What follows belongs to an exercise in optimizing a design on an open flow for a short achievable clock period and few clock cycles; a production flow would make more cautious choices. Function was checked by simulation only, so behaviour that the tests miss may differ from the original. No activity file was given, so power comes from the tool's default toggle rates.

[flow/flow/run.sh]
#!/bin/bash
# The standard layout (standard.sh), with two changes:
#  * synthesis: the standard flow's synthesis script, but abc maps the logic with a
#    delay-driven script (flow/abc_fast.script) and the adders are left to abc
#    (ADDER_MAP_FILE empty); registers are mapped exactly as in the standard
#    synthesis;
#  * timing repair aims below the design's period (SETUP_SLACK_MARGIN).
# The constraints (constraint.sdc) are the design's, unchanged.
set -euo pipefail
export FAST_ABC_SCRIPT="$PWD/flow/abc_fast.script"
bash standard.sh SYNTH_SCRIPT="$PWD/flow/synth.tcl" ADDER_MAP_FILE= SETUP_SLACK_MARGIN=7.0 finish > standard_flow.log 2>&1
[flow/flow/abc_fast.script]
strash
dch
map -D 500
buffer
upsize -D 500
dnsize -D 500
[flow/flow/synth.tcl]
# The standard flow's synthesis script (synth_recipe.tcl) with one change: abc maps the
# logic with abc_fast.script (delay-driven map) instead of ORFS's speed script.
# Registers are mapped before abc, as in the standard synthesis.
proc synth {args} { yosys synth -nofsm -noshare {*}$args }
proc abc {args} {
  set i [lsearch -exact $args -script]
  if { $i >= 0 } { lset args [expr { $i + 1 }] $::env(FAST_ABC_SCRIPT) }
  yosys abc {*}$args
}
source $::env(SCRIPTS_DIR)/synth.tcl
# left out here: clear keep_hierarchy, flatten, clean up, hide names made inside functions, write 1_2_yosys.v
[flow/standard.sh]
#!/bin/bash
# synth_recipe.tcl (not shown) runs the flow's synth.tcl, then flattens the netlist and writes it again
# the make line also repeats each setting of config.mk as NAME=value (left out here)
make -C /OpenROAD-flow-scripts/flow DESIGN_CONFIG=/design/flow/config.mk WORK_HOME=/design/flow/orfs CLKGATE_MAP_FILE= SYNTH_SCRIPT=/design/flow/synth_recipe.tcl "${@:-finish}"
[flow/config.mk]
export PLATFORM = sky130hd
export DESIGN_NAME = in_order_cpu
export DESIGN_NICKNAME = in_order_cpu
export VERILOG_FILES = /design/flow/design.v
export SDC_FILE = /design/flow/constraint.sdc
export NUM_CORES = 4
export LEC_CHECK = 0
export CAP_MARGIN = 20
export CORE_MARGIN = 2
export CORE_UTILIZATION = 45
export SLEW_MARGIN = 20
[flow/constraint.sdc]
create_clock -name core_clock -period 10.5 [get_ports {clk}]
set_input_delay 2.1000 -clock core_clock [delete_from_list [all_inputs] [get_ports {clk}]]
set_output_delay 2.1000 -clock core_clock [all_outputs]
set_load 0.01 [all_outputs]
[flow/design.v]
module ks_add #(parameter W = 32) (
    input  [W-1:0] a, b,
    input          cin,
    output [W-1:0] s,
    output         cout
);
localparam N = W + 1;               
localparam L = (N <= 2) ? 1 : (N <= 4) ? 2 : (N <= 8) ? 3 : (N <= 16) ? 4 : (N <= 32) ? 5 : (N <= 64) ? 6 : 7;
genvar l, i;
generate
    for (l = 0; l <= L; l = l + 1) begin : lv
        wire [N-1:0] g, p;
        if (l == 0) begin : first
            assign g = {a & b, cin};
            assign p = {a ^ b, 1'b0};
        end else begin : next
            for (i = 0; i < N; i = i + 1) begin : bt
                if (i >= (1 << (l-1))) begin : cmb
                    assign g[i] = lv[l-1].g[i] | (lv[l-1].p[i] & lv[l-1].g[i-(1<<(l-1))]);
                    assign p[i] = lv[l-1].p[i] & lv[l-1].p[i-(1<<(l-1))];
                end else begin : pas
                    assign g[i] = lv[l-1].g[i];
                    assign p[i] = lv[l-1].p[i];
                end
            end
        end
    end
endgenerate
assign s = (a ^ b) ^ lv[L].g[W-1:0];
assign cout = lv[L].g[W];
endmodule
module add_sext16 (
    input  [31:0] a,
    input  [15:0] imm,
    input         cin,
    output [31:0] s
);
wire [15:0] lo;
wire        c;
wire [15:0] hi_p1, hi_m1;
ks_add #(16) i_lo (.a(a[15:0]), .b(imm), .cin(cin), .s(lo), .cout(c));
ks_add #(16) i_p1 (.a(a[31:16]), .b(16'h0000), .cin(1'b1), .s(hi_p1), .cout());
ks_add #(16) i_m1 (.a(a[31:16]), .b(16'hffff), .cin(1'b0), .s(hi_m1), .cout());
assign s[15:0] = lo;
assign s[31:16] = (c == imm[15]) ? a[31:16] : (c ? hi_p1 : hi_m1);
endmodule
module in_order_cpu(
    input clk, rst,
    output spart_wrt_en,
    output [31:0] spart_wrt_add,
    output [31:0] spart_wrt_data,
    output [9:0] imem_addr,
    input [31:0] imem_data,
    output dmem_ren,
    input [31:0] dmem_rdata
);
localparam A_ADD = 0, A_SUB = 1, A_AND = 2, A_OR = 3, A_XOR = 4, A_SLL = 5, A_SRL = 6, A_SRA = 7;
reg [31:0] pc;
reg [9:0]  fa;         
reg        d_valid;
reg [31:0] d_instr;
reg [31:0] d_pc1;
reg [31:0] d_rs_oh, d_rt_oh;    
reg [31:0] d_rs_rfl, d_rs_rfh, d_rt_rfl, d_rt_rfh;
wire [31:0] d_rs_rf = d_rs_rfl | d_rs_rfh;
wire [31:0] d_rt_rf = d_rt_rfl | d_rt_rfh;
reg        d_lw, d_sw, d_use_rs, d_use_rtx;    
reg [4:0]  d_rs_sel, d_rt_sel;  
reg        d_pt;       
reg [31:0] d_brt;      
reg        d_pjr;      
reg [31:0] d_ptgt;
reg        e_valid;
reg [31:0] e_a, e_b, e_sd;
reg [7:0]  e_op;
reg [4:0]  e_sh;
reg [4:0]  e_dst;
reg        e_regw, e_lw, e_sw, e_br, e_jr;    
reg [2:0]  e_cond;
reg [31:0] e_alt;      
reg        e_pt, e_sdm;    
reg        e_brv, e_jrv;   
reg        e_pjr, e_link;
reg [31:0] e_ptgt;
reg [31:0] mr_addr, mr_data;
reg        mr_wen, mr_ren;
reg [31:0] m_res;
reg [4:0]  m_dst;
reg        m_regw, m_lw;
reg [31:0] w_res;
reg [4:0]  w_dst;
reg        w_regw;
reg [31:0] x_res;
reg [4:0]  x_dst;
reg        x_regw;
reg [31:0] rf [0:31];
reg        ra_v;
reg [31:0] ra_val;
assign imem_addr = fa;
wire [31:0] pc_inc;
ks_add #(32) i_pc_inc (.a(pc), .b(32'd0), .cin(1'b1), .s(pc_inc), .cout());
wire [5:0] f_op = imem_data[31:26];
wire f_br  = (f_op >= 6'h13) && (f_op <= 6'h19);
wire f_j   = (f_op == 6'h1a) || (f_op == 6'h1b);
wire f_ret = (f_op == 6'h1d) && (imem_data[25:21] == 5'd31) && ra_v;
wire [31:0] f_brt;       
add_sext16 i_f_brt (.a(pc), .imm(imem_data[15:0]), .cin(1'b1), .s(f_brt));
wire f_same = imem_data[25:21] == imem_data[20:16];
wire f_pt  = f_br && !(f_same && (f_op == 6'h15 || f_op == 6'h18 || f_op == 6'h19)) &&
             !(!f_same && f_op == 6'h14 && !imem_data[15]);
wire [31:0] f_next = f_pt  ? f_brt :
                     f_j   ? {pc_inc[31:26], imem_data[25:0]} :
                     f_ret ? ra_val : pc_inc;
wire [5:0] op  = d_instr[31:26];
wire [4:0] rs  = d_instr[25:21];
wire [4:0] rt  = d_instr[20:16];
wire [4:0] rd  = d_instr[15:11];
wire [15:0] imm = d_instr[15:0];
wire op_add  = op == 6'h01;
wire op_addi = op == 6'h02;
wire op_sub  = op == 6'h03;
wire op_lui  = op == 6'h04;
wire op_mov  = op == 6'h05;
wire op_sll  = op == 6'h06;
wire op_sra  = op == 6'h07;
wire op_srl  = op == 6'h08;
wire op_and  = op == 6'h09;
wire op_andi = op == 6'h0a;
wire op_not  = op == 6'h0b;
wire op_or   = op == 6'h0c;
wire op_ori  = op == 6'h0d;
wire op_xor  = op == 6'h0e;
wire op_xori = op == 6'h0f;
wire op_lw   = op == 6'h11;
wire op_sw   = op == 6'h12;
wire op_b    = op == 6'h13;
wire op_bc   = (op >= 6'h14) && (op <= 6'h19);    
wire op_j    = op == 6'h1a;
wire op_jal  = op == 6'h1b;
wire op_jalr = op == 6'h1c;
wire op_jr   = op == 6'h1d;
wire op_ldc  = (op == 6'h22) || (op == 6'h23);
wire is_br   = op_b || op_bc;
wire is_ctrl = is_br || op_j || op_jal;        
wire link    = op_jal || op_jalr;
wire wr_rd   = op_add || op_sub || op_sll || op_sra || op_srl || op_and || op_or || op_xor;
wire wr_rt   = op_addi || op_lui || op_mov || op_andi || op_not || op_ori || op_xori || op_lw || op_ldc;
wire regw    = wr_rd || wr_rt || link;
wire [4:0] dst = link ? 5'd31 : (wr_rd ? rd : rt);
wire use_rs = op_add || op_addi || op_sub || op_mov || op_sll || op_sra || op_srl || op_and ||
              op_andi || op_not || op_or || op_ori || op_xor || op_xori || op_lw || op_sw ||
              op_bc || op_jalr || op_jr;
wire use_rt = op_add || op_sub || op_and || op_or || op_xor || op_sw || op_bc;
wire e_fw = e_valid && e_regw;
wire rs_e = d_rs_sel[4], rs_m = d_rs_sel[3];    
wire rt_e = d_rt_sel[4];
wire dep_e = e_lw && ((d_use_rs && rs_e) || (d_use_rtx && rt_e));
wire agu_haz = d_lw && (rs_e || (m_lw && rs_m));
wire sw_early = d_sw && !(rs_e || rt_e) && !(m_lw && rs_m);
wire mem_busy = (d_lw || sw_early) && e_valid && e_sw;
wire stall = d_valid && (dep_e || agu_haz || mem_busy);
wire [31:0] alu_res;
wire [31:0] m_val = m_lw ? dmem_rdata : m_res;
wire [31:0] f_rs_oh = 32'd1 << imem_data[25:21];
wire [31:0] f_rt_oh = 32'd1 << imem_data[20:16];
wire [31:0] rd_rs_oh = stall ? d_rs_oh : f_rs_oh;
wire [31:0] rd_rt_oh = stall ? d_rt_oh : f_rt_oh;
wire [5:0] fo = imem_data[31:26];
wire f_lw = fo == 6'h11;
wire f_sw = fo == 6'h12;
wire f_use_rs = (fo >= 6'h01 && fo <= 6'h0f && fo != 6'h04) || f_lw || f_sw ||
                (fo >= 6'h14 && fo <= 6'h19) || fo == 6'h1c || fo == 6'h1d;
wire f_use_rtx = fo == 6'h01 || fo == 6'h03 || fo == 6'h09 || fo == 6'h0c || fo == 6'h0e ||
                 (fo >= 6'h14 && fo <= 6'h19);
reg [31:0] rf_rsl, rf_rsh, rf_rtl, rf_rth;
integer ri;
always @(*) begin
    rf_rsl = 32'd0;
    rf_rsh = 32'd0;
    rf_rtl = 32'd0;
    rf_rth = 32'd0;
    for (ri = 0; ri < 16; ri = ri + 1) begin
        rf_rsl = rf_rsl | ({32{rd_rs_oh[ri]}} & rf[ri]);
        rf_rtl = rf_rtl | ({32{rd_rt_oh[ri]}} & rf[ri]);
        rf_rsh = rf_rsh | ({32{rd_rs_oh[ri+16]}} & rf[ri+16]);
        rf_rth = rf_rth | ({32{rd_rt_oh[ri+16]}} & rf[ri+16]);
    end
end
function [31:0] pick;
    input [4:0] sel;
    input [31:0] ev, mv, wv, xv, rfv;
    begin
        pick = ({32{sel[4]}} & ev) | ({32{sel[3]}} & mv) | ({32{sel[2]}} & wv) |
               ({32{sel[1]}} & xv) | ({32{sel[0]}} & rfv);
    end
endfunction
wire [31:0] rs_val = pick(d_rs_sel, alu_res, m_val, w_res, x_res, d_rs_rf);
wire [31:0] rt_val = pick(d_rt_sel, alu_res, m_val, w_res, x_res, d_rt_rf);
wire [31:0] base_val = pick(d_rs_sel, 32'd0, m_res, w_res, x_res, d_rs_rf);
wire [31:0] ag_addr;
add_sext16 i_ag (.a(base_val), .imm(imm), .cin(1'b0), .s(ag_addr));
wire [31:0] sd_early = pick(d_rt_sel, 32'd0, m_val, w_res, x_res, d_rt_rf);
wire [4:0] n_rs = stall ? rs : imem_data[25:21];
wire [4:0] n_rt = stall ? rt : imem_data[20:16];
wire n_e_fw = d_valid && !stall && regw;
function [4:0] src;
    input [4:0] r, ed, md, wd, xd;
    input e_en, m_en, w_en, x_en;
    begin
        if (e_en && ed == r)      src = 5'b10000;
        else if (m_en && md == r) src = 5'b01000;
        else if (w_en && wd == r) src = 5'b00100;
        else if (x_en && xd == r) src = 5'b00010;
        else                      src = 5'b00001;
    end
endfunction
wire [4:0] n_rs_sel = src(n_rs, dst, e_dst, m_dst, w_dst, n_e_fw, e_fw, m_regw, w_regw);
wire [4:0] n_rt_sel = src(n_rt, dst, e_dst, m_dst, w_dst, n_e_fw, e_fw, m_regw, w_regw);
wire ld_go = d_valid && op_lw && !stall;
wire st_go = d_valid && sw_early && !stall && !redir_e;
wire jr_d = d_valid && (op_jr || op_jalr) && !d_pjr && !stall;
wire [31:0] sext = {{16{imm[15]}}, imm};
wire [31:0] zext = {16'h0000, imm};
wire a_zero = op_lui || op_ldc || link;
wire [31:0] a_next = a_zero ? 32'd0 : rs_val;
wire [31:0] b_next = (op_addi || op_lw || op_sw)          ? sext :
                     (op_andi || op_ori || op_xori)       ? zext :
                     op_lui                               ? {imm, 16'h0000} :
                     op_not                               ? 32'hffffffff :
                     link                                 ? d_pc1 :
                     (op_mov || op_ldc)                   ? 32'd0 :
                     rt_val;
wire [7:0] op_next;
assign op_next[A_ADD] = op_add || op_addi || op_lw || op_sw;
assign op_next[A_SUB] = op_sub;
assign op_next[A_AND] = op_and || op_andi;
assign op_next[A_OR]  = op_or || op_ori || op_lui || op_mov || op_ldc || link;
assign op_next[A_XOR] = op_xor || op_xori || op_not;
assign op_next[A_SLL] = op_sll;
assign op_next[A_SRL] = op_srl;
assign op_next[A_SRA] = op_sra;
wire [31:0] sum, diff;
ks_add #(32) i_sum (.a(e_a), .b(e_b), .cin(1'b0), .s(sum), .cout());
ks_add #(32) i_diff (.a(e_a), .b(~e_b), .cin(1'b1), .s(diff), .cout());
wire [31:0] sll_r = e_a << e_sh;
wire [63:0] sr_w  = {{32{e_op[A_SRA] & e_a[31]}}, e_a} >> e_sh;
wire [31:0] sr_r  = sr_w[31:0];
assign alu_res = ({32{e_op[A_ADD]}} & sum) |
                 ({32{e_op[A_SUB]}} & diff) |
                 ({32{e_op[A_AND]}} & (e_a & e_b)) |
                 ({32{e_op[A_OR]}}  & (e_a | e_b)) |
                 ({32{e_op[A_XOR]}} & (e_a ^ e_b)) |
                 ({32{e_op[A_SLL]}} & sll_r) |
                 ({32{e_op[A_SRL] | e_op[A_SRA]}} & sr_r);
wire br_z = (e_a == e_b);
wire br_n = diff[31];
reg br_taken;
always @(*) begin
    case (e_cond)
        3'd0: br_taken = 1'b1;             
        3'd1: br_taken = br_z;             
        3'd2: br_taken = !br_z && !br_n;   
        3'd3: br_taken = !br_n;            
        3'd4: br_taken = br_z || br_n;     
        3'd5: br_taken = br_n;             
        3'd6: br_taken = !br_z;            
        default: br_taken = 1'b1;
    endcase
end
wire jr_ok = e_pjr && (e_ptgt == e_sd);
wire redir_e = (e_brv && (br_taken != e_pt)) || (e_jrv && !jr_ok);
wire [31:0] e_tgt = e_jr ? e_sd : e_alt;    
wire [9:0] fa_next = redir_e ? e_tgt[9:0] : jr_d ? rs_val[9:0] : stall ? pc[9:0] : f_next[9:0];
always @(posedge clk or posedge rst) begin
    if (rst)
        fa <= 10'd0;
    else
        fa <= fa_next;
end
always @(posedge clk or posedge rst) begin
    if (rst) begin
        pc <= 32'd0;
        d_valid <= 1'b0;
    end else if (redir_e) begin
        pc <= e_tgt;
        d_valid <= 1'b0;
    end else if (jr_d) begin
        pc <= rs_val;
        d_valid <= 1'b0;
    end else if (!stall) begin
        pc <= f_next;
        d_valid <= 1'b1;
    end
end
always @(posedge clk) begin
    d_rs_sel <= n_rs_sel;
    d_rt_sel <= n_rt_sel;
    d_rs_rfl <= rf_rsl;
    d_rs_rfh <= rf_rsh;
    d_rt_rfl <= rf_rtl;
    d_rt_rfh <= rf_rth;
    if (!stall) begin
        d_instr <= imem_data;
        d_rs_oh <= f_rs_oh;
        d_rt_oh <= f_rt_oh;
        d_lw <= f_lw;
        d_sw <= f_sw;
        d_use_rs <= f_use_rs;
        d_use_rtx <= f_use_rtx;
        d_pc1 <= pc_inc;
        d_pt <= f_pt;
        d_brt <= f_brt;
        d_pjr <= f_ret;
        d_ptgt <= ra_val;
    end
end
always @(posedge clk or posedge rst) begin
    if (rst)
        ra_v <= 1'b0;
    else if (e_valid && e_link)
        ra_v <= 1'b1;
end
always @(posedge clk) begin
    if (e_valid && e_link)
        ra_val <= e_b;    
end
always @(posedge clk or posedge rst) begin
    if (rst) begin
        e_valid <= 1'b0;
        e_brv <= 1'b0;
        e_jrv <= 1'b0;
    end else begin
        e_valid <= d_valid && !stall && !redir_e;
        e_brv <= d_valid && !stall && !redir_e && is_br;
        e_jrv <= d_valid && !stall && !redir_e && (op_jr || op_jalr) && d_pjr;
    end
end
always @(posedge clk) begin
    e_regw <= regw;
    e_lw <= op_lw;
    e_sw <= op_sw && !sw_early;
    e_br <= is_br;
    e_jr <= (op_jr || op_jalr) && d_pjr;
    e_a <= a_next;
    e_b <= b_next;
    e_sd <= (op_jr || op_jalr) ? rs_val : rt_val;
    e_op <= op_next;
    e_sh <= d_instr[10:6];
    e_dst <= dst;
    e_cond <= op - 6'h13;
    e_alt <= d_pt ? d_pc1 : d_brt;
    e_pt <= d_pt;
    e_sdm <= op_sw && e_lw && rt_e;
    e_pjr <= d_pjr;
    e_link <= link;
    e_ptgt <= d_ptgt;
end
wire e_st = e_valid && e_sw;
always @(posedge clk or posedge rst) begin
    if (rst) begin
        mr_wen <= 1'b0;
        mr_ren <= 1'b0;
    end else begin
        mr_wen <= e_st || st_go;
        mr_ren <= !e_st && ld_go;
    end
end
always @(posedge clk) begin
    mr_addr <= e_st ? alu_res : ag_addr;
    mr_data <= e_st ? (e_sdm ? m_val : e_sd) : sd_early;
end
always @(posedge clk or posedge rst) begin
    if (rst) begin
        m_regw <= 1'b0; m_lw <= 1'b0;
        w_regw <= 1'b0;
        x_regw <= 1'b0;
    end else begin
        m_regw <= e_valid && e_regw;
        m_lw <= e_valid && e_lw;
        w_regw <= m_regw;
        x_regw <= w_regw;
    end
end
always @(posedge clk) begin
    m_res <= alu_res;
    m_dst <= e_dst;
    w_res <= m_val;
    w_dst <= m_dst;
    x_res <= w_res;
    x_dst <= w_dst;
end
always @(posedge clk) begin
    if (w_regw)
        rf[w_dst] <= w_res;
end
assign spart_wrt_en = mr_wen;
assign spart_wrt_add = mr_addr;
assign spart_wrt_data = mr_data;
assign dmem_ren = mr_ren;
endmodule
==> results.txt, run 1 <==
Slew margin rel.: 9.68%
PD cells: 214 nW/um^2
Critical Path AT: 4.44 ns
H-tree level count: 4
Layout cells sized above 1: 19.7%
Lkg Pwr: 39.2 nW
Wirelength, routed: 458 mm
Worst-Margin Slew: 1.34 ns
Commonest non-fill, non-tap cell in the layout: nand2_1
Clk slew on worst S/H paths: 0.06 ns
Combinational Power Share: 27.4%
R2R Setup Slk: 6.79 ns
Sequential element share of the synthesized area: 56.7%
Max-cap violation count: 0
CTS Hold Bufs: 0
Synth Register Bits: 1803
Die height: 439 um
Vias after detailed routing: 82500
Most frequent cells in the layout: 1218 x nand2_1, 1190 x edfxtp_1, 809 x inv_1
FF-to-FF path depth: 13
Area of the multi-input gates: 35200 um^2
Initial Util: 45.3%
Slew Limit Fails: 0
Gr ovfl total: 0
Pwr Total: 22.3 mW
Internal power: 14.2 mW
1st-iter DRT viols: 14000
Filler Cells Inserted: 16500
EDFF count, synth: 1190
Max frequency: 269 MHz
CP max FO: 11
Fin. Hold Viols: 0
Area grow syn2layout: 22.6%
Wire per inst: 38.3 um
Vias in the first global route: 75800
Maximum vdd drop: 0.147 mV
Die area: 193000 um^2
Largest net degree at the start of global routing: 76
Post-Syn Area: 85100 um^2
Final nets: 9367
Clock sink count: 1803
Clock Tree Buf Depth: 3
Clock power share: 31.3%
Fin crit share: 35.4%
Async set-reset flop share out of synthesis: 2.88%
FF-to-FF Start: e_b[14]
Hold WC Path Type: flop to flop
GPL Wtd Cong: 1.10
Data required time of the worst path: 11.23 ns
Dominant cell type by area after synthesis: edfxtp_1
Initial antenna violation count: 24
Psw: 8.11 mW
Net Sw Frac: 36.3%
FP Rows: 159
Worst hold stages: 0
Gr usage total: 45.9%
CP Launch Type: flop
Detailed Place HPWL: 303 mm
Ys flop type: edfxtp_1
TritonCTS clock tree: yes
Status: timing/DRC/antenna clean
Ports: 142
Mapped Nets: 8859
Crit end category: flop
Critical path class: flop to flop
Final Core Density: 55.6%
Die width: 439 um
Post-Syn Instances: 8793
Top-area cell type share of the netlist area: 42.0%
Max FFs per register: 1024
Root buf cell: clkbuf_16
Flop pwr share: 41.3%
R2r endpoint: pc[15]
DR vias/cell: 6.89
Remaining routing DRC violations: 0
TNS Setup: 0 ns
Core Area: 188000 um^2
Synth top area cells: edfxtp_1 42%, dfxtp_1 13%, nand2_1 5.7%
FF+latch area: 48400 um^2
Final min period: 3.71 ns
TritonCTS Buffers: 190
Hold EP: e_ptgt[15]
Min-Delay Startpoint: d_ptgt[15]
Synth warn: 1
PortBufs: 141
Number of distinct library cells after synthesis: 98
DR pass1 iterations: 9
Setup Skew: 0.0744 ns
Most flop-heavy register: rf
Remaining antenna violation count: 0
Final Setup Violations: 0
RSZ-0062 raised after global routing: true
Syn Area/Cell: 9.68 um^2
Clk Latency, worst-skew pair: 0.90 ns
First-pass GRT wire length: 612 mm
[worst max path at each step]
stage / startpoint / endpoint / slack, ns / cells after the start
after global routing: dmem_rdata[13] / e_b[13] / 6.77 / 10
after floorplan: imem_data[3] / pc[20] / 6.56 / 14
final: e_b[14] / pc[15] / 6.79 / 13
after detailed placement: imem_data[18] / d_rt_rfh[22] / 4.10 / 11
after global placement: imem_data[18] / d_rt_rfh[22] / 4.12 / 11
after CTS: dmem_rdata[7] / e_b[7] / 6.80 / 11
[stage by stage]
step | setup slack [ns] | cell area [um^2] | std cells | hold WS, ns
after floorplan | 6.56 | 86000 | 8793 | 0.323
after global routing | 6.77 | 104000 | 12000 | 0.324
after global placement | 4.12 | 90500 | 11200 | 0.324
after CTS | 6.80 | 102000 | 11800 | 0.282
final | 6.79 | 104000 | 12000 | 0.293
after detailed placement | 4.10 | 90500 | 11200 | 0.327
[cell families (layout without fill, tap and decap cells)]
| kind of cell | after synthesis | in the layout | synth area share (%) |
|---|---|---|---|
| AOI/OAI and AO/OA | 2777 | 2778 | 21.6 |
| and+or+nand+nor | 2760 | 2768 | 14.2 |
| DFF | 1803 | 1803 | 56.7 |
| buffers and inverters | 1331 | 1992 | 6.15 |
| muxes | 48 | 48 | 0.604 |
| xor gates and xnor gates | 74 | 74 | 0.786 |
| other | 0 | 17 | 0 |
[worst max-delay path: stages, from the launching register on]
cell and delay, ns:
dfxtp_2 0.58, nand2b_1 0.28, nand2_2 0.22, nor2_1 0.29, nand4_1 0.19, a21oi_4 0.28, nor2_1 0.11, o21ai_0 0.37
o2111ai_1 0.29, buf_4 0.27, nand2_1 0.08, nand2_2 0.22, o2111ai_1 0.26, o221ai_1 0.14
[power groups by stage]
stage | logic, mW | clock network (mW) | registers [mW]
4_1_cts | 5.46 | 6.99 | 9.15
6_report | 6.11 | 6.99 | 9.23
2_1_floorplan | 2.73 | 0 | 8.96
5_1_grt | 6.31 | 7.26 | 9.22
3_3_place_gp | 5.00 | 0 | 9.27
3_5_place_dp | 5.01 | 0 | 9.27
[timing repair]
| action | CTS | global route |
|---|---|---|
| resized for setup | 1088 | 396 |
| endpoints found under the hold margin | 0 | 0 |
| pin swaps | 100 | 84 |
| cloned | 28 | 12 |
| setup endpoints to repair | 492 | 276 |
| setup buffers | 225 | 101 |
[cells in the mapped netlist, types with 110 or more instances]
cell and count:
a21oi_1 410, o22ai_1 370, clkbuf_1 265, o211ai_1 113, dfxtp_1 561, nor2_1 655, o21ai_0 708, inv_1 867
nand4_1 282, a22oi_1 235, buf_2 110, nand3_1 337, edfxtp_1 1190, a221oi_1 310, nand2_1 1295
[per-layer routing]
metal / track usage [%] / vias up / share of wire (%)
met5: 0 / - / 0.061
met4: 40.9 / 22 / 11
met3: 13.2 / 1858 / 13
li1: - / 33600 / -
met1: 54.8 / 39800 / 34
met2: 67.3 / 7175 / 42
[cell type report]
class                           instances  area share [%]
Antenna cell                           17          0.0408
Clock buffer                          267            5.25
Clock inverter                         87           0.908
Inverter                              923            3.76
Multi-Input combinational cell       5668            33.8
Sequential cell                      1803            46.4
Tap cell                             2495            2.99
Timing Repair Buffer                  709            6.87
Timing Repair inverter                  6          0.0432
Testbench counts, summed over its fixed seeds: cycles 110,994.
==> run 2: changes to the inputs <==
--- a/flow/design.v
+++ b/flow/design.v
@@ -56,7 +56,6 @@
 );
 localparam A_ADD = 0, A_SUB = 1, A_AND = 2, A_OR = 3, A_XOR = 4, A_SLL = 5, A_SRL = 6, A_SRA = 7;
 reg [31:0] pc;
-reg [9:0]  fa;         
 reg        d_valid;
 reg [31:0] d_instr;
 reg [31:0] d_pc1;
@@ -96,7 +95,7 @@
 reg [31:0] rf [0:31];
 reg        ra_v;
 reg [31:0] ra_val;
-assign imem_addr = fa;
+assign imem_addr = pc[9:0];
 wire [31:0] pc_inc;
 ks_add #(32) i_pc_inc (.a(pc), .b(32'd0), .cin(1'b1), .s(pc_inc), .cout());
 wire [5:0] f_op = imem_data[31:26];
@@ -270,13 +269,6 @@
 wire jr_ok = e_pjr && (e_ptgt == e_sd);
 wire redir_e = (e_brv && (br_taken != e_pt)) || (e_jrv && !jr_ok);
 wire [31:0] e_tgt = e_jr ? e_sd : e_alt;    
-wire [9:0] fa_next = redir_e ? e_tgt[9:0] : jr_d ? rs_val[9:0] : stall ? pc[9:0] : f_next[9:0];
-always @(posedge clk or posedge rst) begin
-    if (rst)
-        fa <= 10'd0;
-    else
-        fa <= fa_next;
-end
 always @(posedge clk or posedge rst) begin
     if (rst) begin
         pc <= 32'd0;
==> run 2 against run 1 <==
Against the previous run:
- via count shrank 3.3%
- cell count down 1.6%
- die area shrank 0.99%
- clock skew shrank 0.018 ns
- wire length decreased by 2.6%
- area after synthesis fell by 1.0%
- clock-buffer cell count is 20 lower
- sequential power fell by 0.9%
- register-to-register slack better by 0.11 ns
- power shrank 2.8%
- global-route usage shrank 0.80 points
- critical path type is now input pin to flop
- critical endpoint is now d_rs_rfh[5]
- highest routed layer unchanged
==> results.txt, run 2 <==
Status: timing/DRC/antenna clean
Worst-Margin Slew: 1.13 ns
Final Core Density: 54.7%
Post-Syn Instances: 8727
Syn Area/Cell: 9.66 um^2
Number of distinct library cells after synthesis: 93
Crit path buffers/inverters: 6
Final nets: 9186
Root buf cell: clkbuf_16
First-pass GRT wire length: 595 mm
TNS Setup: 0 ns
1st-iter DRT viols: 13300
Dominant cell type by area after synthesis: edfxtp_1
Final Setup Violations: 0
Flop pwr share: 42.1%
Worst Setup EP: d_rs_rfh[5]
EDFF count, synth: 1190
Maximum vdd drop: 0.167 mV
Post-Syn Area: 84300 um^2
Largest family of logic cells by synthesized area: compound AO/OA/AOI/OAI gates
Crit-path leading delay family: buffers and inverters
GPL Wtd Cong: 1.07
Gr usage total: 45.1%
H-tree level count: 4
R2R Setup Slk: 6.90 ns
Clock Tree Buf Depth: 3
CP peak stage delay: 0.67 ns
Worst path depth: 12
Synth Register Bits: 1793
TritonCTS clock tree: yes
PD cells: 214 nW/um^2
Pre-CTS setup slack: 4.16 ns
Critical Path AT: 4.44 ns
Slew Limit Fails: 0
Synth warn: 1
Ys flop type: edfxtp_1
Gr ovfl total: 0
Net Sw Frac: 36.0%
R2r endpoint: mr_addr[23]
CP max FO: 25
Sequential element share of the synthesized area: 57.0%
Detailed Place HPWL: 300 mm
Critical path class: input pin to flop
Post-Synth Simple-Gate Area: 13.7%
Die height: 437 um
Wire per inst: 37.9 um
FP Rows: 158
Max frequency: 276 MHz
Fin. Hold Viols: 0
Synth top area cells: edfxtp_1 42%, dfxtp_1 13%, nand2_1 5.6%
Hold WC Path Type: flop to flop
Remaining antenna violation count: 0
Compound-Gate Fraction of Synth Area: 21.4%
Vias in the first global route: 72800
Worst hold slack: 0.341 ns
Clock sink count: 1793
RSZ-0062 raised after global routing: true
FF-to-FF Start: d_rs_rfh[7]
Mapped Nets: 8793
PortBufs: 141
Clk Latency, worst-skew pair: 0.91 ns
Combinational Power Share: 26.6%
Initial antenna violation count: 27
Clock power share: 31.2%
Clk slew on worst S/H paths: 0.06 ns
Max FFs per register: 1024
Max-cap violation count: 0
List of most frequent post-synthesis cells: 1247 x nand2_1, 1190 x edfxtp_1, 910 x inv_1, 670 x o21ai_0, 656 x nor2_1
Lkg Pwr: 38.2 nW
Remaining routing DRC violations: 0
DR vias/cell: 6.77
Most frequent cells in the layout: 1193 x nand2_1, 1190 x edfxtp_1, 837 x inv_1
Internal power: 13.9 mW
Pwr Total: 21.7 mW
Post-Synth Adder-Cell Area: 0%
Post-synthesis mux area share: 0.573%
DR pass1 iterations: 7
Setup Skew: 0.0561 ns
CP Cell Sequence: buf_6 > clkinvlp_4 > buf_12 > buf_4 > o21ai_1 > o21ai_2 > buf_8 > inv_8 > nand2_1 > o21ai_0 > a221oi_1 > nand4_1
Layout cells sized above 1: 18.3%
Largest net degree at the start of global routing: 107
Ports: 142
Crit end category: flop
Crit path from: imem_data[25]
XOR/XNOR Fraction of Synth Area: 1.00%
Psw: 7.82 mW
Die width: 437 um
Core Area: 186000 um^2
Async set-reset flop share out of synthesis: 2.34%
TritonCTS Buffers: 185
Count leader, synth: nand2_1
Worst path slowest cell: o21ai_1
Final min period: 3.63 ns
Wirelength, routed: 446 mm
Slew margin rel.: 23.9%
CP Launch Type: input pin
Data required time of the worst path: 11.31 ns
Top-area cell type share of the netlist area: 42.4%
FF-to-FF path depth: 15
Fin crit share: 34.5%
Commonest non-fill, non-tap cell in the layout: nand2_1
Setup slack after layout: 6.87 ns
Most flop-heavy register: rf
Initial Util: 45.4%
Die area: 191000 um^2
Area grow syn2layout: 20.6%
Vias after detailed routing: 79700
[run 2: cell count changes after synthesis, sizes merged, moves of 32 or more]
| cell | before | now |
|---|---|---|
| a221oi | 312 | 246 |
| o21ai | 799 | 729 |
| nand4 | 286 | 235 |
| a22oi | 237 | 317 |
| clkbuf | 269 | 301 |
| o211ai | 115 | 148 |
| nand2 | 1307 | 1256 |
[run 2: power by group through the flow]
stage               logic, mW  clock network [mW]  registers (mW)
floorplan                2.73                   0            8.91
global placement         4.88                   0            9.26
detailed placement       4.89                   0            9.26
CTS                      5.27                6.79            9.09
global route             6.00                7.07            9.15
finish                   5.78                6.78            9.15
[run 2: worst min-delay path by stage]
stage / start / to / slack [ns] / cells after the start
finish: d_ptgt[30] / e_ptgt[30] / 0.34 / 0
detailed placement: d_ptgt[18] / e_ptgt[18] / 0.33 / 0
CTS: d_ptgt[30] / e_ptgt[30] / 0.34 / 0
global route: d_ptgt[8] / e_ptgt[8] / 0.34 / 0
floorplan: d_ptgt[0] / e_ptgt[0] / 0.32 / 0
global placement: d_ptgt[28] / e_ptgt[28] / 0.32 / 0
[run 2: stage by stage]
stage               std cells  cell area [um^2]
floorplan                8727             85800
global placement        11100             89800
detailed placement      11100             89800
CTS                     11700             99400
global route            11800            102000
finish                  11800            102000
[run 2: metal layers]
layer	wire length (um)	part of all wire, %	global-route usage, %	vias up
li1	-	-	-	32900
met4	48100	11	39.6	6
met2	188000	42	65.5	6592
met3	53900	12	12.1	1494
met1	156000	35	55.1	38700
met5	42	0.0094	0.0756	-
[run 2: timing repair]
item / in CTS / in global routing
pin swaps: 52 / 69
gates cloned: 25 / 10
gates resized for setup: 1051 / 356
hold buffers: 0 / 0
setup buffers: 147 / 94
setup endpoints to repair: 532 / 270
[run 2: final cells by class]
class / instances / area [um^2]
diodes: 18 / 45.0
clock buffers: 247 / 5080
clock inverters: 102 / 1130
fillers: 16500 / 84200
inverters: 946 / 3940
multi-input cells: 5580 / 34300
flip-flops and latches: 1793 / 48100
well taps: 2480 / 3100
repair buffers: 609 / 5850
repair inverters: 5 / 38.8
[run 2: cell families after synthesis]
family,after synthesis
buf+inv,1366
compound gates,2754
xor+xnor,95
mux,45
flops,1793
simple gates,2674
[run 2: worst reg2reg max path, delay by kind of cell (launching register included)]
| family | cells | cell delay (ns) |
|---|---|---|
| AOI/OAI and AO/OA | 7 | 1.44 |
| and+or+nand+nor | 6 | 0.96 |
| DFF | 1 | 0.73 |
| buffers and inverters | 2 | 0.35 |
Testbench counts of run 2, summed over its fixed seeds: cycles 110,994.

## static timing again, ports no longer ideal
In the flow no input, the clock included, has a driving cell. The finished layouts below were timed again as built, in two steps. Step 1, drivers: a clkbuf_16 drives clk and a buf_2 each remaining input, both assumed. Step 2, shift: input delay + t, output delay - t, t = (earliest + latest rising clock arrival at the registers) / 2. This alone moves slack from input paths to output paths. a / b / c = no drivers / after step 1 / after step 2; a / b = the first two.
| run | t, ns | setup WS [ns] | hold WS [ns] | worst data-port slew with drivers (ns) |
|---|---|---|---|---|
| run 1 | 0.946 | 6.786 / 6.786 / 5.975 | 0.293 / 0.293 / 0.293 | 0.11 |
| run 2 | 0.970 | 6.874 / 6.845 / 5.940 | 0.341 / 0.341 / 0.341 | 0.10 |
After both steps every run listed still meets setup and hold. The setup slack of run 2, which loses most, moves by -0.029 ns with the drivers and by -0.934 ns with both steps.
